This design comes from an exercise in tuning for small area, a short achievable clock period and few clock cycles on the open sky130 flow, not from production work.
Only the layout flow was run in this run; the RTL was not checked for function there.
Power is estimated from default activity; no workload was simulated.

===== flow/run.sh =====
#!/bin/bash
# synth_recipe.tcl (not shown) runs the flow's synth.tcl, then flattens the netlist and writes it again
# the make line also repeats each setting of config.mk as NAME=value (left out here)
make -C /OpenROAD-flow-scripts/flow DESIGN_CONFIG=/design/flow/config.mk WORK_HOME=/design/flow/orfs CLKGATE_MAP_FILE= SYNTH_SCRIPT=/design/flow/synth_recipe.tcl finish

===== flow/design.v =====
`timescale 1ns / 1ps
module cpu_hazard(input wire clk,
           input wire rst,
           input wire enable,
           input wire start,
           output wire d_we,
           output wire [7:0] i_addr,
           output wire [7:0] d_addr,
           input  wire [15:0] i_datain,
           input  wire [15:0] d_datain,
           output wire [15:0] d_dataout,
           output wire busy
    );
    function automatic [7:0] add8(input [7:0] x, input [7:0] y);
      reg [7:0] p, g, t, gg, tt;
      integer d, i;
      begin
        p = x ^ y;
        g = x & y;
        t = x | y;
        gg = g;
        tt = t;
        for (d = 1; d < 8; d = d * 2)
          for (i = 7; i >= d; i = i - 1)
          begin
            if (d == 1 && i == 1)
              gg[1] = g[1] | ((t[1] & x[0]) & y[0]);
            else
              gg[i] = gg[i] | (tt[i] & gg[i - d]);
            tt[i] = tt[i] & tt[i - d];
          end
        add8 = p ^ {gg[6:0], 1'b0};
      end
    endfunction
    function automatic [7:0] inc8(input [7:0] x);
      integer i;
      begin
        for (i = 0; i < 8; i = i + 1)
          inc8[i] = x[i] ^ ((i == 0) ? 1'b1 : &(x | ~((8'd1 << i) - 8'd1)));
      end
    endfunction
    function automatic [15:0] rev16(input [15:0] x);
      integer i;
      for (i = 0; i < 16; i = i + 1) rev16[i] = x[15 - i];
    endfunction
    reg state;
    reg [7:0] pc;
    reg [15:0] gr [0:7];       
    reg [7:0]  vld;            
    reg zf, nf, cf;
    reg [15:0] ex_a;           
    reg [15:0] ex_b;           
    reg [3:0]  ex_sh;          
    reg [7:0]  ex_addr;        
    reg [2:0]  ex_rd;          
    reg        ex_wr;          
    reg        ex_load;
    reg        ex_store;
    reg        ex_flags;       
    reg        ex_sub;         
    reg        ex_cin;         
    reg        ex_sra;         
    reg        ex_s_add, ex_s_and, ex_s_or, ex_s_xor, ex_s_shr, ex_s_shl;
    assign i_addr = pc;
    assign busy = state;
    wire ex = state & enable;
    wire [15:0] wd;
    wire alu_c16, alu_zf, alu_nf;
    cpu_alu u_alu(.a(ex_a), .b(ex_b), .cin(ex_cin), .sh(ex_sh), .sra(ex_sra),
                  .s_add(ex_s_add), .s_and(ex_s_and), .s_or(ex_s_or), .s_xor(ex_s_xor),
                  .s_shr(ex_s_shr), .s_shl(ex_s_shl), .load(ex_load), .ld(d_datain),
                  .wd(wd), .c16(alu_c16), .zf(alu_zf), .nf(alu_nf));
    wire alu_cf = ex_sub ? ~alu_c16 : alu_c16;
    assign d_addr = ex_addr;
    assign d_dataout = ex_b;
    assign d_we = ex_store;
    wire zf_n = ex_flags ? alu_zf : zf;
    wire nf_n = ex_flags ? alu_nf : nf;
    wire cf_n = ex_flags ? alu_cf : cf;
    always @(posedge clk or negedge rst)
    begin
      if (!rst)
      begin
        zf <= 1'b0;
        nf <= 1'b0;
        cf <= 1'b0;
      end
      else
      begin
        zf <= zf_n;
        nf <= nf_n;
        cf <= cf_n;
      end
    end
    always @(posedge clk)
    begin
      if (ex_wr)
        gr[ex_rd] <= wd;
    end
    always @(posedge clk or negedge rst)
    begin
      if (!rst) vld <= 8'b0;
      else if (ex_wr) vld[ex_rd] <= 1'b1;
    end
    wire [4:0] op = i_datain[15:11];
    wire [2:0] rd = i_datain[10:8];
    wire [2:0] r1 = i_datain[6:4];
    wire [2:0] r2 = i_datain[2:0];
    wire [7:0] imm8 = i_datain[7:0];
    wire [3:0] imm4 = i_datain[3:0];
    wire op_halt  = (op == 5'b00001);
    wire op_load  = (op == 5'b00010);
    wire op_store = (op == 5'b00011);
    wire op_shl   = (op == 5'b00100) || (op == 5'b00101);
    wire op_srl   = (op == 5'b00110);
    wire op_sra   = (op == 5'b00111);
    wire op_and   = (op == 5'b01101);
    wire op_or    = (op == 5'b01110);
    wire op_xor   = (op == 5'b01111);
    wire op_ldih  = (op == 5'b10000);
    wire op_imm   = (op == 5'b01001) || (op == 5'b01011);
    wire op_sub   = (op == 5'b01010) || (op == 5'b01011) || (op == 5'b01100) || (op == 5'b10010);
    wire op_addc  = (op == 5'b10001);
    wire op_subc  = (op == 5'b10010);
    wire op_jump  = (op == 5'b11000);
    wire op_br    = (op[4:3] == 2'b11) && !op_jump;   
    wire op_arith = (op == 5'b01000) || (op == 5'b01001) || (op == 5'b01010) || (op == 5'b01011) || (op == 5'b01100)
                 || (op == 5'b10000) || (op == 5'b10001) || (op == 5'b10010);
    wire wr_reg   = op_load || op_shl || op_srl || op_sra || op_and || op_or || op_xor
                 || (op_arith && op != 5'b01100);
    wire a_is_rd  = op_imm || op_ldih;
    wire [15:0] g_rd = gr[rd] & {16{vld[rd]}};
    wire [15:0] g_r1 = gr[r1] & {16{vld[r1]}};
    wire [15:0] g_r2 = gr[r2] & {16{vld[r2]}};
    wire f_rd = ex_wr && (ex_rd == rd);
    wire f_r1 = ex_wr && (ex_rd == r1);
    wire f_r2 = ex_wr && (ex_rd == r2);
    wire [15:0] v_r1 = f_r1 ? wd : g_r1;
    wire [7:0] addr_next;
    cpu_add8 u_addr(.x(v_r1[7:0]), .y({4'b0, imm4}), .s(addr_next));
    wire a_fwd = a_is_rd ? f_rd : f_r1;
    wire [15:0] a_reg = a_is_rd ? g_rd : op_shl ? rev16(g_r1) : g_r1;
    wire [15:0] a_wd = op_shl ? rev16(wd) : wd;
    wire [15:0] a_next = a_fwd ? a_wd : a_reg;
    wire b_imm = op_ldih || op_imm;
    wire b_fwd = !b_imm && (op_store ? f_rd : f_r2);
    wire [15:0] b_reg = {16{op_sub}} ^ (op_ldih ? {imm8, 8'b0} : op_imm ? {8'b0, imm8} : op_store ? g_rd : g_r2);
    wire [15:0] b_wd = {16{op_sub}} ^ wd;
    wire [15:0] b_next = b_fwd ? b_wd : b_reg;
    wire br_stall = op_br && ex_wr && (ex_rd == rd);
    wire [7:0] target;
    cpu_add8 u_target(.x(g_rd[7:0]), .y(imm8), .s(target));
    wire taken = (op == 5'b11001) || ((op == 5'b11010) && zf_n) || ((op == 5'b11011) && !zf_n)
              || ((op == 5'b11100) && nf_n) || ((op == 5'b11101) && !nf_n)
              || ((op == 5'b11110) && cf_n) || ((op == 5'b11111) && !cf_n);
    wire go = ex && !br_stall;      
    always @(posedge clk or negedge rst)
    begin
      if (!rst) state <= 1'b0;
      else if (!state) state <= enable & start;
      else state <= enable & ~op_halt;
    end
    wire [7:0] pc_seq = !go ? pc : op_jump ? imm8 : op_halt ? pc : inc8(pc);
    wire take = go && op_br && taken;
    always @(posedge clk or negedge rst)
    begin
      if (!rst) pc <= 8'b0;
      else pc <= take ? target : pc_seq;
    end
    always @(posedge clk or negedge rst)
    begin
      if (!rst)
      begin
        ex_wr <= 1'b0;
        ex_load <= 1'b0;
        ex_store <= 1'b0;
        ex_flags <= 1'b0;
      end
      else
      begin
        ex_wr <= go && wr_reg;
        ex_load <= go && op_load;
        ex_store <= go && op_store;
        ex_flags <= go && op_arith;
      end
    end
    always @(posedge clk)
    begin
      ex_rd <= rd;
      ex_sub <= op_sub;
      ex_cin <= op_sub ? ~(op_subc & cf_n) : (op_addc & cf_n);
      ex_sra <= op_sra;
      ex_s_add <= op_arith;
      ex_s_and <= op_and;
      ex_s_or <= op_or;
      ex_s_xor <= op_xor;
      ex_s_shr <= op_srl || op_sra;
      ex_s_shl <= op_shl;
      ex_sh <= imm4;
      ex_addr <= addr_next;
      ex_a <= a_next;
      ex_b <= b_next;
    end
endmodule
module cpu_add8(input wire [7:0] x, input wire [7:0] y, output wire [7:0] s);
    function automatic [7:0] add8(input [7:0] x, input [7:0] y);
      reg [7:0] p, g, t, gg, tt;
      integer d, i;
      begin
        p = x ^ y;
        g = x & y;
        t = x | y;
        gg = g;
        tt = t;
        for (d = 1; d < 8; d = d * 2)
          for (i = 7; i >= d; i = i - 1)
          begin
            if (d == 1 && i == 1)
              gg[1] = g[1] | ((t[1] & x[0]) & y[0]);
            else
              gg[i] = gg[i] | (tt[i] & gg[i - d]);
            tt[i] = tt[i] & tt[i - d];
          end
        add8 = p ^ {gg[6:0], 1'b0};
      end
    endfunction
    assign s = add8(x, y);
endmodule
module cpu_alu(input wire [15:0] a, input wire [15:0] b, input wire cin, input wire [3:0] sh,
               input wire sra, input wire s_add, input wire s_and, input wire s_or,
               input wire s_xor, input wire s_shr, input wire s_shl, input wire load,
               input wire [15:0] ld,
               output wire [15:0] wd, output wire c16, output wire zf, output wire nf);
    function automatic [15:0] rev16(input [15:0] x);
      integer i;
      for (i = 0; i < 16; i = i + 1) rev16[i] = x[15 - i];
    endfunction
    wire [15:0] ap = a ^ b;
    wire [15:0] ag = a & b;
    wire [15:0] ao = a | b;
    reg [15:0] kg, kt;
    integer d, i;
    always @(*)
    begin
      kg = ag;
      kt = ao;
      for (d = 1; d < 16; d = d * 2)
        for (i = 15; i >= d; i = i - 1)
        begin
          kg[i] = kg[i] | (kt[i] & kg[i - d]);
          kt[i] = kt[i] & kt[i - d];
        end
    end
    wire [16:0] carry = {kg | (kt & {16{cin}}), cin};
    wire [15:0] sum = ap ^ carry[15:0];
    assign zf = (ap == {ao[14:0], cin});
    assign nf = sum[15];
    wire [31:0] shr = {{16{sra & a[15]}}, a} >> sh;
    assign wd = ({16{s_add}} & sum) | ({16{s_and}} & ag) | ({16{s_or}} & ao)
                   | ({16{s_xor}} & ap) | ({16{s_shr}} & shr[15:0])
                   | ({16{s_shl}} & rev16(shr[15:0])) | ({16{load}} & ld);
    assign c16 = carry[16];
endmodule

===== flow/config.mk =====
export PLATFORM = sky130hd
export DESIGN_NAME = cpu_hazard
export DESIGN_NICKNAME = cpu_hazard
export VERILOG_FILES = /design/flow/design.v
export SDC_FILE = /design/flow/constraint.sdc
export NUM_CORES = 4
export LEC_CHECK = 0
export CAP_MARGIN = 20
export CORE_MARGIN = 2
export CORE_UTILIZATION = 40
export SETUP_SLACK_MARGIN = 2.5
export SLEW_MARGIN = 20
export SYNTH_HIERARCHICAL = 1
export SYNTH_MINIMUM_KEEP_SIZE = 0

===== flow/constraint.sdc =====
create_clock -name core_clock -period 6.0 [get_ports {clk}]
set_input_delay 1.2000 -clock core_clock [delete_from_list [all_inputs] [get_ports {clk}]]
set_output_delay 1.2000 -clock core_clock [all_outputs]
set_load 0.01 [all_outputs]

==> summary.txt <==
total track usage 24.9%; CTS max path bufs 3; Slew Limit Headroom 26.1%; synthesized netlist cell count 1410; die area between 30000 and 40000 sq um; clock sinks approximately 210; FFs w/ async S/R, synth 11.5%; hpwl dp 34900 um; CTS Hold Buffers Added 0; H-tree level count 1; final hold violation count 0; Fmax achieved approximately 0.29 GHz; #FFs+latches synth between 200 and 250; Synth Cell Area 15300 sq um; Worst-Skew Late Latency 0.56 ns; layout cells sized above 1 around 28%; Die Width between 150 and 200 um; TritonCTS Buffers 24; top-area cell type share of the netlist area between 20% and 30%; Peak VDD IR 0.329 mV; Tmin final 3.41 ns; Critical Path End Type register; Pleak 6.63 nW; Layout Nets around 1600; ys flop type edfxtp_1; final non-filler cell total 2019; initial DRC count roughly 1200; root buf cell clkbuf_16; Final Max Tran Viols 0; reg2reg setup slack 2.61 ns; Hold EP vld[6]; worst reg2reg endpoint ex_addr[6]; n_diodes 0; pin count of the biggest net entering global routing 39; first-pass GRT wire length approximately 74000 um; final wirelength 49300 um; YS warnings 9; via count about 12000; io pins 70; TritonCTS clock tree yes; Sw Pwr 1.78 mW; Avg Cell Area, Syn approximately 11 sq um; GR Overflow Total 0; worst r2r path cells 11; M1 GR Usage between 30% and 40%; Worst Path Arrival 3.87 ns; Routed Antenna Nets 0; via/cell ratio 6.15; Synth area leader edfxtp_1; # DRC 0; RSZ-0062 raised after global routing yes; post-DR wirelength/cell about 24 um; dpl cells 1931; # rows 71; combinational fraction of design power 35.9%; critical path data required time 6.46 ns; met2 global-route usage between 40% and 50%; setup total negative slack 0 ns; hold path depth 1; CTS clock-pin slew for the worst setup and hold paths 0.06 ns; sw frac 34.4%; Final GP Congestion between 0.9 and 1; critical hold path startpoint vld[6]; PD cells 281 nW/um^2; Cell variety after synth 88; most frequent cells in the layout edfxtp_1 (128), mux4_2 (107), inv_1 (105); Die Y 199 um; outcome no timing/DRC/antenna violations; Setup CP Type in2reg; worst hold margin 0.509 ns; period utilization 56.8%; Initial Util 40.6%; count of flip-flops with a built-in enable after synthesis around 130; global routing's busiest layer met2; Port Buffers 69; initial antenna violation count 0; Area growth syn-to-layout 20.3%; Max Cap Viol 0; HP Class reg2reg; # setup viols final 0; CP max FO 26; vias in the first global route roughly 12000; Initial DRT Pass Iterations 5; type of origin of the critical path primary input; Clock Power Share 28.7%; most common library cell in the layout ignoring fill and taps edfxtp_1; sequential-to-total area share from yosys stat 36.5%; Synth area leaders edfxtp_1 (25%), mux4_2 (16%), dfxtp_1 (7.3%); PnR Total Power 5.16 mW; Tightest Pin Transition 1.11 ns; P_int 3.39 mW; Setup Skew 0.0214 ns; Core ar. roughly 38000 sq um; routing usage on met3 4.88%; Flop pwr share 35.4%; launching point of the worst reg2reg path ex_sh[1]
==> worst max-delay path, stage by stage <==
cell and delay [ns]:
clkdlybuf4s50_1 0.61, or4b_1 0.67, a21o_2 0.48, and2_4 0.34, a22oi_1 0.37, xnor2_1 0.18
==> cells by family (layout without fill, tap and decap cells) <==
kind of cell | Yosys count | after routing | share of synthesized area (%)
other | 1 | 7 | 0.0246
multiplexers | 190 | 191 | 22.0
AO/OA/AOI/OAI | 303 | 303 | 14.6
XOR/XNOR | 56 | 56 | 3.21
AND/OR/NAND/NOR | 375 | 375 | 12.2
flip-flops | 208 | 208 | 36.5
buffers and inverters | 209 | 300 | 5.90
adder cells (fa/ha/maj) | 68 | 68 | 5.63
==> per-layer routing <==
metal / part of all wire [%] / routed length, um / vias to the layer above
met1: 41 / 20100 / 6251
met3: 8.9 / 4410 / 103
met5: 0 / 0 / -
met2: 47 / 23200 / 549
met4: 3.3 / 1610 / 0
li1: - / - / 5522
==> timing repair <==
item / 4_1_cts / 5_1_grt
pin swaps: 10 / 23
gates cloned: 1 / 0
buffers inserted: 14 / 29
endpoints found under the hold margin: 0 / 0
resized for setup: 95 / 88
endpoints found under the setup margin: 47 / 42
==> final cells by class <==
type	instances	area, sq um
fill	3375	19200
multi-input combinational	1000	9530
sequential	208	5620
timing repair buffer	142	1330
clock buffer	32	672
tap	511	639
inverter	114	428
clock inverter	12	135
==> cell usage after synthesis (all sizes together) (4+ instances only) <==
cell type and count:
edfxtp 128, inv 112, mux4 109, nand2 106
nor2 92, ha 67, o21ai 57, dfxtp 56
nand3 54, buf 50, a21oi 47, clkbuf 45
mux2i 43, mux2 38, xnor2 31, nor3 27
xor2 25, dfrtp 24, o211ai 24, a211oi 23
o31a 23, a221oi 22, nor2b 21, a22oi 17
o31ai 14, a221o 12, a21o 10, nand4 10
nand2b 9, nand4b 9, o2bb2ai 8, a32oi 7
nor3b 7, nor4 7, or4 6, o21bai 5
or2 5, or3 5, a31o 4, and3 4
nand3b 4, o2111ai 4, o311ai 4
==> modules after synthesis, one instance, submodules excluded <==
module / copies in the design / cell area, sq um / cells inside / flip-flops and latches
cpu_add8: 2 / 493 / 70 / 0
cpu_alu: 1 / 2780 / 389 / 0
cpu_hazard: 1 / 11500 / 881 / 208
==> power by group through the flow <==
stage	clock, mW	combinational, mW	sequential [mW]
final	1.48	1.85	1.83
after global routing	1.57	1.98	1.84
after CTS	1.51	1.71	1.82
after detailed placement	0	1.58	1.85
after global placement	0	1.57	1.85
after floorplan	0	1.03	1.82
==> worst max-delay path by stage <==
stage,start,endpoint,slack [ns],cells past startpoint
after global routing,ex_sh[1],ex_addr[7],2.43,12
final,i_datain[14],ex_b[1],2.59,6
after global placement,i_datain[8],pc[7],1.37,11
after floorplan,i_datain[8],pc[5],2.35,15
after detailed placement,i_datain[8],pc[5],1.31,12
after CTS,ex_a[13],pc[0],2.48,13
==> registers in the layout, indices dropped and copies added (netlist names), 3 cells and up <==
signal,count
ex_sh,4
ex_a,16
pc,8
ex_b,16
ex_addr,8
ex_rd,3
gr,128
vld,8
==> metrics by stage <==
step | util, % | cell area (sq um) | setup slack [ns]
after floorplan | - | 15400 | 2.35
after global placement | 43.6 | 16400 | 1.37
after detailed placement | 43.7 | 16400 | 1.31
after CTS | 47.3 | 17800 | 2.48
after global routing | 48.8 | 18400 | 2.43
final | 48.8 | 18400 | 2.59

==> afterwards: timing with drivers on the ports <==
The flow's constraints put no driver on any port. The routed layout listed below was extracted and timed again, unchanged, in two steps. Step 1 sets driving cells, clkbuf_16 on the clock port and buf_2 on the other inputs (assumed; they add their load-dependent delay and slew). Step 2 adds t to the input delays and takes it off the output delays; t is the mean of the earliest and latest rising clock arrival at the registers after step 1. Input paths then give back, and output paths get back, about the clock's delay inside the block. Slacks: ideal / step 1 / step 2; pairs: ideal / step 1.
shift t [ns]: 0.601
setup slack, ns: 2.591 / 2.609 / 2.015
worst hold slack (ns): 0.509 / 0.509 / 0.509
pins driven straight from the clock port: 1
After both steps this run still meets setup and hold. The setup slack of this run moves by +0.018 ns with the drivers and by -0.576 ns with both steps.
